Context: an optimization exercise on an open-source flow, tuned for small area. The choices shown serve that exercise and are no tape-out recipe.
The RTL was checked by simulation tests, not by an equivalence proof against the original design.
Power and IR drop assume default switching activity.

==> flow/design.v <==
module topModule (
    input clk,
    input rst,
    input btnL,
    input [1:0] sw,
    input [3:0] JC_cols,
    input btnR,
    output audio_gain,
    output audio_shutdown,
    output audio_out,
    output reg [3:0] JC_rows,
    output [3:0] an,
    output reg [6:0] seg
);
    assign audio_shutdown = 1'b1;
    assign audio_gain = 1'b1;
    reg [5:0] c50;
    reg       k1;
    reg [2:0] d5;
    reg       dp;
    wire w50  = c50[5] & c50[4] & c50[0];       
    wire w100 = w50 & k1;                       
    wire tick = w100 & ~dp;                     
    wire ge25 = c50 >= 6'd25;
    wire k4 = ((d5 == 3'd1) & (k1 | ge25)) | ((d5 == 3'd2) & ~k1) |
              ((d5 == 3'd3) & k1 & ge25) | (d5 == 3'd4);
    always @(posedge clk) begin
        if (rst) begin
            c50 <= 0; k1 <= 0; d5 <= 0; dp <= 0;
        end else begin
            c50 <= w50 ? 6'd0 : c50 + 6'd1;
            if (w50) k1 <= ~k1;
            if (w100) begin
                d5 <= d5[2] ? 3'd0 : d5 + 3'd1;
                dp <= ~dp;
            end
        end
    end
    reg rl;
    always @(posedge clk) begin
        if (rst) rl <= 1'b1;
        else if (tick) rl <= 1'b0;
    end
    reg [1:0]  status;       
    reg [2:0]  ctr;          
    reg [2:0]  pctr;         
    reg [4:0]  db;
    reg        validPin;
    reg        play, fail;
    reg [2:0]  tp0, tp1, tp2, tp3;
    reg        tc;
    reg [3:0]  bl;
    reg        clean;
    reg [4:0]  led;
    reg        adj_set;
    reg [7:0]  cpH, cpL;     
    reg [7:0]  stH, stL;     
    reg [7:0]  lpH, lpL;     
    reg        accS, accL;   
    wire en = tick & (status != 2'd1);
    wire pressed = (JC_cols != 4'b1111);
    wire edge_ = ~db[4] & ~db[2] & ~db[1];      
    wire dbmax = ~db[3] & ~db[2] & ~db[0];      
    wire R0 = ~JC_rows[0] & JC_rows[1];
    wire R1 = ~JC_rows[1] & JC_rows[0];
    wire R2 = ~JC_rows[2] & JC_rows[0];
    wire R3 = ~JC_rows[3] & JC_rows[0];
    wire K0 = (JC_cols == 4'b1110);
    wire K1 = (JC_cols == 4'b1101);
    wire K2 = (JC_cols == 4'b1011);
    wire K3 = (JC_cols == 4'b0111);
    wire isdig = (R0 & K3) | ((R0 | R1 | R2) & (K0 | K1 | K2));
    wire isC = R3 & K2;
    wire isE = R2 & K3;
    wire isD = R3 & K3;
    wire [3:0] dv = {K2 & ~R0, K1 | (K2 & R0), (K0 & (R1 | R2)) | (K1 & R2) | (K2 & R0),
                     ((K0 | K2) & ~R1) | (K1 & R1)};
    wire kev = en & edge_;
    wire wr = kev & isdig & ~ctr[2];
    wire wr0 = wr & (ctr[1:0] == 2'd0);
    wire wr1 = wr & (ctr[1:0] == 2'd1);
    wire wr2 = wr & (ctr[1:0] == 2'd2);
    wire wr3 = wr & (ctr[1:0] == 2'd3);
    always @(posedge clk) begin
        if (rst) begin
            JC_rows <= 4'b0000;
            db <= 5'b01011;
            ctr <= 0;
            pctr <= 3'd7;
            validPin <= 0;
        end else begin
            if (en) begin
                db <= !pressed ? 5'b01011 : (dbmax ? db : {db[3:0], db[4] ^ db[1]});
                if (!pressed)
                    JC_rows <= {JC_rows[2] | ~JC_rows[3], JC_rows[1] | ~JC_rows[3],
                                JC_rows[0] | ~JC_rows[3], JC_rows[3]};
                pctr <= ctr;
                validPin <= edge_ & isE & ctr[2];
            end
            if (kev) begin
                if (isdig) begin
                    if (!ctr[2]) ctr <= ctr + 3'd1;
                end else if (isC | (isE & ctr[2])) ctr <= 0;
                else if (isD) ctr <= ctr - 3'd1;
            end
        end
    end
    wire [7:0] cpH_rot = {cpH[6:0], cpH[7] & ~rl};
    wire [7:0] cpL_rot = {cpL[6:0], cpL[7] & ~rl};
    wire [7:0] cpH_wr = {dv[2:0], dv[3], dv[2:0], dv[3]};   
    wire [7:0] wmH = {{3{wr0}}, wr1, {3{wr1}}, wr0};
    wire [7:0] wmL = {{3{wr2}}, wr3, {3{wr3}}, wr2};
    always @(posedge clk) begin
        cpH <= (wmH & cpH_wr) | (~wmH & cpH_rot);
        cpL <= (wmL & cpH_wr) | (~wmL & cpL_rot);
    end
    wire [2:0] rb = 3'd2 - c50[2:0];
    wire rs = rl & ~k1;
    wire kH = (8'h43 >> rb);
    wire kL = (8'h21 >> rb);
    wire ldS = adj_set;                                
    wire tz = ~|{tp0, tp1, tp2, tp3, tc};               
    wire ldL = play & fail & tz;                        
    always @(posedge clk) begin
        stH <= {stH[6:0], ldS ? cpH[7] : (rs ? kH : stH[7])};
        stL <= {stL[6:0], ldS ? cpL[7] : (rs ? kL : stL[7])};
        lpH <= {lpH[6:0], ldL ? cpH[7] : (lpH[7] & ~rl)};
        lpL <= {lpL[6:0], ldL ? cpL[7] : (lpL[7] & ~rl)};
    end
    wire eqS = (cpH[7] == stH[7]) & (cpL[7] == stL[7]);
    wire eqL = (cpH[7] == lpH[7]) & (cpL[7] == lpL[7]);
    always @(posedge clk) begin
        accS <= w50 | (accS & eqS);
        accL <= w50 | (accL & eqL);
    end
    wire match = accS & eqS;           
    wire newfail = ~(accL & eqL);
    wire tend = tp3[2] & tp1[0] & tp1[1] & tp1[2] & tp0[2];    
    wire start = tick & ~clean & (status == 2'd0) & validPin & (match | newfail);
    wire cin = (tick & play & ~tend) | tc;
    wire [3:0] tsum = {1'b0, tp3} + {3'b000, cin};
    always @(posedge clk) begin
        if (rst | start) begin
            tp0 <= 0; tp1 <= 0; tp2 <= 0; tp3 <= 0; tc <= 0;
        end else begin
            tp0 <= tsum[2:0]; tp1 <= tp0; tp2 <= tp1; tp3 <= tp2; tc <= tsum[3];
        end
    end
    always @(posedge clk) begin
        if (rst) begin
            status <= 0;
            play <= 0;
            fail <= 0;
            bl <= 0;
            clean <= 0;
        end else if (tick) begin
            if (play & tend) play <= 0;
            if (start) begin
                play <= 1;
                fail <= ~match;
            end
            if (clean)
                status <= 0;
            else begin
                case (status)
                    2'd0: if (validPin & match) status <= 1;
                    2'd1: if (sw[0]) status <= 2;
                    2'd2: if (validPin) status <= 0;
                    default: ;
                endcase
            end
            bl <= {bl[2:0], btnL};
            if (bl == 4'b1111) clean <= 1;
            else if (bl == 4'b0000) clean <= 0;
        end
    end
    assign audio_out = play & (fail ? k4 : k1);
    reg [1:0] slot;
    assign an = {~(rl | (slot == 2'd1)), ~(rl | (slot == 2'd2)),
                 ~(rl | (slot == 2'd3)), ~(rl | (slot == 2'd0))};
    reg [3:0] dig;
    always @(*) begin
        case (slot)
            2'd0: dig = cpH[7:4];
            2'd1: dig = cpH[3:0];
            2'd2: dig = cpL[7:4];
            default: dig = cpL[3:0];
        endcase
    end
    wire has  = (pctr > {1'b0, slot});    
    wire has0 = (pctr != 3'd0);
    wire isword = (status == 2'd1) | ((status == 2'd2) & adj_set) | ~has0;
    wire [1:0] wcode = {status[1], (status == 2'd0) | (status[1] & ~adj_set)};
    wire [4:0] nled = isword ? {1'b1, slot, wcode} : (has ? {1'b0, dig} : 5'b01111);
    always @(posedge clk) begin
        if (rst) begin
            slot <= 2'd0;
            led <= 0;
            adj_set <= 0;
        end else if (tick) begin
            if (status != 2'd2) adj_set <= 0;
            else if (validPin) adj_set <= 1;
            slot <= slot + 2'd1;
            led <= nled;
        end
    end
    always @(*) begin
        seg[6] = (led[3] & led[2]) | (led[3] & led[1]) | (~led[3] & ~led[2] & ~led[1] & led[0]) | (~led[4] & led[2] & ~led[1] & ~led[0]) | (led[4] & led[2] & led[1] & led[0]);
        seg[5] = ~((~led[4] & ~led[2]) | (~led[3] & ~led[1] & ~led[0]) | (~led[3] & led[1] & led[0]) | (led[4] & led[2] & ~led[1] & led[0]));
        seg[4] = (led[3] & led[1]) | (led[4] & led[3] & ~led[2]) | (led[4] & ~led[3] & led[2] & ~led[0]) | (~led[4] & ~led[2] & led[1] & ~led[0]) | (led[4] & ~led[2] & ~led[1] & led[0]);
        seg[3] = (led[3] & led[2] & led[1]) | (led[2] & ~led[1] & ~led[0]) | (led[4] & ~led[2] & led[1] & led[0]) | (~led[4] & led[2] & led[1] & led[0]) | (~led[4] & ~led[3] & ~led[2] & ~led[1] & led[0]);
        seg[2] = (~led[4] & led[0]) | (led[3] & led[2] & led[1]) | (~led[4] & led[2] & ~led[1]) | (led[3] & led[1] & led[0]) | (led[4] & ~led[3] & ~led[2] & led[1] & ~led[0]);
        seg[1] = (led[3] & led[2]) | (~led[4] & ~led[2] & led[1]) | (led[2] & led[1] & led[0]) | (led[3] & led[1] & led[0]) | (~led[4] & ~led[3] & ~led[2] & led[0]);
        seg[0] = (~led[3] & ~led[2] & ~led[1]) | (led[4] & led[3] & ~led[2] & led[0]) | (led[4] & led[3] & led[2] & led[1]) | (led[4] & ~led[3] & ~led[1] & led[0]) | (~led[4] & ~led[3] & led[2] & led[1] & led[0]);
    end
endmodule
export LEC_CHECK = 0
export CAP_MARGIN = 20
export CORE_MARGIN = 2
export CORE_UTILIZATION = 40
export SLEW_MARGIN = 20
create_clock -name core_clock -period 10.0 [get_ports {clk}]
standard.sh (not shown) runs the stock make flow with config.mk's settings and CLKGATE_MAP_FILE= SYNTH_SCRIPT=/design/flow/synth_recipe.tcl, a recipe that flattens the netlist after the stock synthesis.
==> flow/flow/run.sh <==
#!/bin/bash
# Own layout flow: the standard layout (standard.sh), with three changes:
#  - synthesis runs the standard flow's synthesis script (synth_recipe.tcl) unchanged, except that the final
#    ABC technology mapping uses flow/abc.script (area mapping, no buffering or upsizing)
#    instead of ORFS's speed script; registers and their names are not affected;
#  - buffer_ports puts a sky130_fd_sc_hd__buf_1 on every input and output port;
#  - clock tree synthesis uses clkbuf cells from CTS_BUFS and inserts no dummy loads.
# Each tool's output is in orfs/logs/; make's full output is in own_flow.log.
set -euo pipefail
W=$(pwd)
CTS_BUFS=${CTS_BUFS:-sky130_fd_sc_hd__clkbuf_4 sky130_fd_sc_hd__clkbuf_8}
CTS_EXTRA=${CTS_EXTRA:-}
{
  printf 'proc abc {args} {\n'
  printf '  set i [lsearch -exact $args -script]\n'
  printf '  if {$i >= 0} { lset args [expr {$i + 1}] {%s/flow/abc.script} }\n' "$W"
  printf '  puts "own flow: abc $args"\n'
  printf '  yosys abc {*}$args\n'
  printf '}\n'
  cat synth_recipe.tcl
} > own_synth.tcl
sed -E "s#SYNTH_SCRIPT=[^ ]*#SYNTH_SCRIPT=$W/own_synth.tcl#" standard.sh > own_standard.sh
grep -q "SYNTH_SCRIPT=$W/own_synth.tcl" own_standard.sh
export BUFFER_PORTS_ARGS="-buffer_cell sky130_fd_sc_hd__buf_1"
export CTS_ARGS="-sink_clustering_enable -repair_clock_nets -buf_list {$CTS_BUFS} -dont_use_dummy_load $CTS_EXTRA"
bash own_standard.sh > own_flow.log 2>&1
==> flow/flow/abc.script <==
strash
&get -n
&st
&syn2
&dch
&nf
&put
strash
dch
map -a
Then changed:
==> flow/flow/abc.script (replaced) <==
strash
dch -f
amap
topo
Via count is lower by 3.3%.
Critical path depth is lower by 5.
Design area is lower by 1.7%.
Sequential share of layout area is higher by 0.77 points.
Synthesized cell count is lower by 7.9%.
Combinational power is lower by about 8%.
Then changed:
==> flow/flow/abc.script (replaced) <==
strash
resyn2rs
dch -f
amap
topo
- The new run ended with an error in 1_2_yosys
Then changed:
==> flow/flow/abc.script (replaced) <==
strash
dch
amap
topo
After rerunning: The new run went through all stages and came out clean.
Then changed:
==> flow/flow/abc.script (replaced) <==
strash
dch
amap
strash
dch
amap
topo
=>
- setup slack loses 510 ps
- sequential power hardly moves
- hold slack gains 37 ps
- flip-flop and latch count does not change
- synthesized area is about the same
- clock power barely changes
- cell area stays flat
- clock skew went down by 4.3 ps
- via count barely changes
- die area barely changes

==> afterwards: timing with drivers on the ports <==
How much do the figures lean on ideal ports? The routed layouts below were timed once more, with nothing changed but the port constraints.
Step 1 assumes that a clkbuf_16 drives the clock port and a buf_2 every other input.
Step 2 moves the port delays by t, midway between the first and last clock arrival at a register: inputs arrive t later, outputs are due t later. That takes back most of the time a late clock gives input paths.
a / b / c = ideal ports / drivers / drivers and shift; a / b = the first two.
run	shift t [ns]	slack for setup (ns)	worst data-port slew with drivers (ns)
the first run	0.390	4.712 / 4.712 / 4.712	0.03
the second run	0.393	5.741 / 5.750 / 5.357	0.03
the fourth run	0.389	5.508 / 5.508 / 5.381	0.03
the fifth run	0.394	4.998 / 4.998 / 4.998	0.05
After both steps setup and hold are still met in every run listed. The setup slack of the second run, which loses most, moves by +0.009 ns with the drivers and by -0.384 ns with both steps.
